Background: an optimization exercise with open tools, aiming at small area. Do not read the settings as production practice. Where RTL was checked, it was by simulation tests only, not by an equivalence proof against the original. Power and IR drop assume default switching activity.

==> run F: inputs <==
## atomik_top_parallel
module atomik_top_parallel #(
    parameter integer SYS_CLK_HZ = 94_500_000,
    parameter integer BAUD_RATE  = 115200,
    parameter integer N_BANKS    = 4
)(
    input  wire       sys_clk,
    input  wire       sys_rst_n,
    input  wire       uart_rx,
    output wire       uart_tx,
    output wire [5:0] led
);
    wire clk   = sys_clk;
    wire rst_n = sys_rst_n;
    localparam [22:0] HB_INIT = 23'h0AFD85;
    reg [22:0] hb;
    reg        por_done;
    reg        hb_top;
    wire       hb_low0 = ~|hb[21:0];
    always @(posedge clk or negedge rst_n) begin
        if (!rst_n) begin
            hb       <= HB_INIT;
            por_done <= 1'b0;
            hb_top   <= 1'b0;
        end else begin
            hb <= {hb[21:0], hb[22] ^ hb[17] ^ hb_low0};
            if (hb_low0 & ~hb[22]) begin
                if (por_done)
                    hb_top <= ~hb_top;
                else
                    por_done <= 1'b1;
            end
        end
    end
    localparam [9:0] RX_HALF = 10'h268;
    localparam [9:0] RX_FULL = 10'h248;
    localparam [9:0] RX_END  = 10'h377;
    reg [2:0] rx_sync;
    always @(posedge clk)
        rx_sync <= {rx_sync[1:0], uart_rx | ~por_done};
    wire rx_pin = rx_sync[2];
    localparam RX_IDLE  = 2'd0;
    localparam RX_START = 2'd1;
    localparam RX_DATA  = 2'd2;
    localparam RX_STOP  = 2'd3;
    reg [1:0] rx_state;
    reg       rx_valid;
    reg [9:0] rx_cnt;
    reg [2:0] rx_bit;       
    reg       rx_b;         
    reg       c0, c1, c_ok;  
    wire rx_end    = (rx_cnt == RX_END);
    wire rx_sample = (rx_state == RX_DATA) && rx_end;
  ...
Settings: LEC_CHECK=0, CAP_MARGIN=20, CORE_MARGIN=2, CORE_UTILIZATION=70, CTS_BUF_LIST=sky130_fd_sc_hd__clkbuf_8, CTS_CLUSTER_DIAMETER=60, CTS_CLUSTER_SIZE=18, PLACE_DENSITY=0.85, SLEW_MARGIN=20; clock period 10.0 ns.
standard.sh (not shown) runs the stock make flow with config.mk's settings and CLKGATE_MAP_FILE= SYNTH_SCRIPT=/design/flow/synth_recipe.tcl, a recipe that flattens the netlist after the stock synthesis.
==> flow/flow/run.sh <==
#!/bin/bash
# Own flow: the standard layout, with CTS told not to add dummy loads
# and with the smallest buffer on the ports.  Full tool output: flow.log
# here, ORFS's per-step logs under orfs/logs.
set -euo pipefail
export CTS_ARGS="-sink_clustering_enable -repair_clock_nets -dont_use_dummy_load -buf_list sky130_fd_sc_hd__clkbuf_16 -sink_clustering_size 30 -sink_clustering_max_diameter 80"
export BUFFER_PORTS_ARGS="-buffer_cell sky130_fd_sc_hd__buf_1"
bash standard.sh > flow.log 2>&1
==> run Y (differences from run F) <==
--- a/flow/design.v
+++ b/flow/design.v
@@ -112,17 +112,17 @@
     wire in_idle  = (mode == M_IDLE);
     wire in_load  = (mode == M_LOAD);
     wire in_accum = (mode == M_ACCUM);
     wire in_resp  = (mode == M_RESP);
     wire in_pay   = mode[0];
     wire accept   = in_idle & rx_valid & c_ok;
     wire tx_end   = (tx_cnt == TX_END);
-    wire tx_last  = tx_bitn[3] & tx_bitn[0];                   
-    wire tx_tick  = in_resp & ~(tx_last & tx_bitn[1]) & tx_end;  
-    wire resp_fin = in_resp & (tx_last & tx_bitn[1]);           
+    wire tx_tick  = in_resp & tx_busy & tx_end;                  
+    wire tx_go    = in_resp & ~tx_busy & tx_bitn[1] & tx_end;    
+    wire resp_fin = in_resp & (tx_bitn == 4'd10) & (byte_cnt == 3'd0);
     reg  [5:0] ph;
     wire [2:0] slot_bit = in_pay ? rx_bit : tx_bitn[2:0];
     wire       match    = (ph == {byte_cnt, slot_bit});
     reg wpend;
     always @(posedge clk)
         wpend <= rx_sample | (wpend & ~match);
     wire wr_i = wpend & match & in_load;
@@ -171,48 +171,47 @@
                 mode <= M_IDLE;
         end
     end
     always @(posedge clk) begin
         if (in_idle) begin
             byte_cnt  <= {3{c0 & c1}};      
             is_status <= c0 & c1;
-        end else if ((in_pay & rx_valid) | (tx_tick & tx_last))
+        end else if ((in_pay & rx_valid) | (tx_tick & tx_bitn[3] & tx_bitn[0]))
             byte_cnt <= byte_cnt + 3'd1;
     end
     always @(posedge clk)
         if (match) nb <= rd_bit;
     wire tx_data_bit = is_status ? ((tx_bitn[2:0] == 3'd7) & ~acc_nz) : nb;
     always @(posedge clk or negedge rst_n) begin
         if (!rst_n) begin
             tx_busy <= 1'b0;
             tx_out  <= 1'b1;
+        end else if (tx_go) begin
+            tx_busy <= 1'b1;
+            tx_out  <= 1'b0;
         end else if (tx_tick) begin
-            tx_busy <= ~tx_last;
-            tx_out  <= tx_bitn[3] ? ~tx_bitn[1] : tx_data_bit;
+            tx_out <= tx_bitn[3] ? 1'b1 : tx_data_bit;
+            if (tx_bitn[3] & tx_bitn[0]) tx_busy <= 1'b0;
         end
     end
     always @(posedge clk) begin
         if (accept)
             tx_cnt <= c1 & ~c0 ? TX_G3 : TX_G2;
-        else if (tx_tick & tx_last)
+        else if (tx_tick & tx_bitn[3] & tx_bitn[0])
             tx_cnt <= TX_G2;
         else if (tx_end)
             tx_cnt <= 10'd0;
         else
             tx_cnt <= {tx_cnt[8:0], ~(tx_cnt[9] ^ tx_cnt[6])};
         if (accept)
-            tx_bitn <= 4'd10;
-        else if (tx_tick) begin
-            if (tx_bitn[3] & tx_bitn[1])
-                tx_bitn <= 4'd0;
-            else if (tx_last)
-                tx_bitn <= {3'b101, byte_cnt == 3'd7};
-            else
-                tx_bitn <= tx_bitn + 4'd1;
-        end
+            tx_bitn <= 4'd15;
+        else if (tx_go)
+            tx_bitn <= 4'd0;
+        else if (tx_tick)
+            tx_bitn <= tx_bitn + 4'd1;
     end
     assign uart_tx = tx_out;
     reg [19:0] act;
     reg        act_on;
     wire act_low0 = ~|act[18:0];
     always @(posedge clk) begin
         if (rx_valid)
==> flow/run.sh (new file) <==
#!/bin/bash
# synth_recipe.tcl (not shown) runs the flow's synth.tcl, then flattens the netlist and writes it again
# the make line also repeats each setting of config.mk as NAME=value (left out here)
make -C /OpenROAD-flow-scripts/flow DESIGN_CONFIG=/design/flow/config.mk WORK_HOME=/design/flow/orfs CLKGATE_MAP_FILE= SYNTH_SCRIPT=/design/flow/synth_recipe.tcl finish
removed: flow/flow/run.sh
removed: flow/standard.sh
==> notes.md <==
Run status: run F timing/DRC/antenna clean; run Y timing/DRC/antenna clean
Switching share of total power: run F 18.3%; run Y 19.3%
Beginning of the worst register-to-register path: run F rx_bit[0]$_SDFFCE_PN1P_; run Y mode[0]$_DFFE_PN0P_
Fillcell total: run F 506; run Y 511
Final Net Count: run F 479; run Y 488
Internal power contribution: run F 1130 µW; run Y 1090 µW
Area of the mapped netlist: run F 6390 µm²; run Y 6390 µm²
Register-to-Register Path Depth: run F 5; run Y 4
Number of placed cells counting well taps: run F 562; run Y 564
Setup slack of the worst register-to-register path: run F 7.93 ns; run Y 7.94 ns
Worst Slack Setup Final: run F 6.32 ns; run Y 5.67 ns
Total Routing Usage GR: run F 20.7%; run Y 19.7%
Share of the synthesized area in the top cell type: run F 57.1%; run Y 57.0%
Hold path endpoint: run F rx_sync[1]$_DFF_P_; run Y ring_d[61]$_DFF_P_
Share of post-route cells with drive strength above 1: run F 9.46%; run Y 9.81%
Clock Power Share: run F 32.4%; run Y 30.7%
Core area: run F 8760 µm²; run Y 8810 µm²
Area after DPL: run F 6520 µm²; run Y 6560 µm²
Wire length per cell after detailed routing: run F 16.3 µm; run Y 15.6 µm
No functional check of the RTL was part of run F.

==> afterwards: timing with drivers on the ports <==
No port has a modelled driver above. Below, the same layouts with a new extraction and two added sets of constraints. Step 1 assumes that a clkbuf_16 drives the clock port and a buf_2 every other input. Step 2 also shifts input and output timing later by t, the mid clock arrival at the registers, as if the neighbouring blocks saw the same clock. Slacks: ideal / step 1 / step 2; pairs: ideal / step 1.
run | shift t [ns] | setup WS [ns] | worst setup path after step 2 | worst slew at a driven data input, ns
run F | 0.475 | 6.321 / 6.287 / 6.761 | register to output | 0.03
run Y | 0.510 | 5.675 / 5.646 / 6.157 | register to output | 0.03
After both steps every run listed still meets setup and hold.
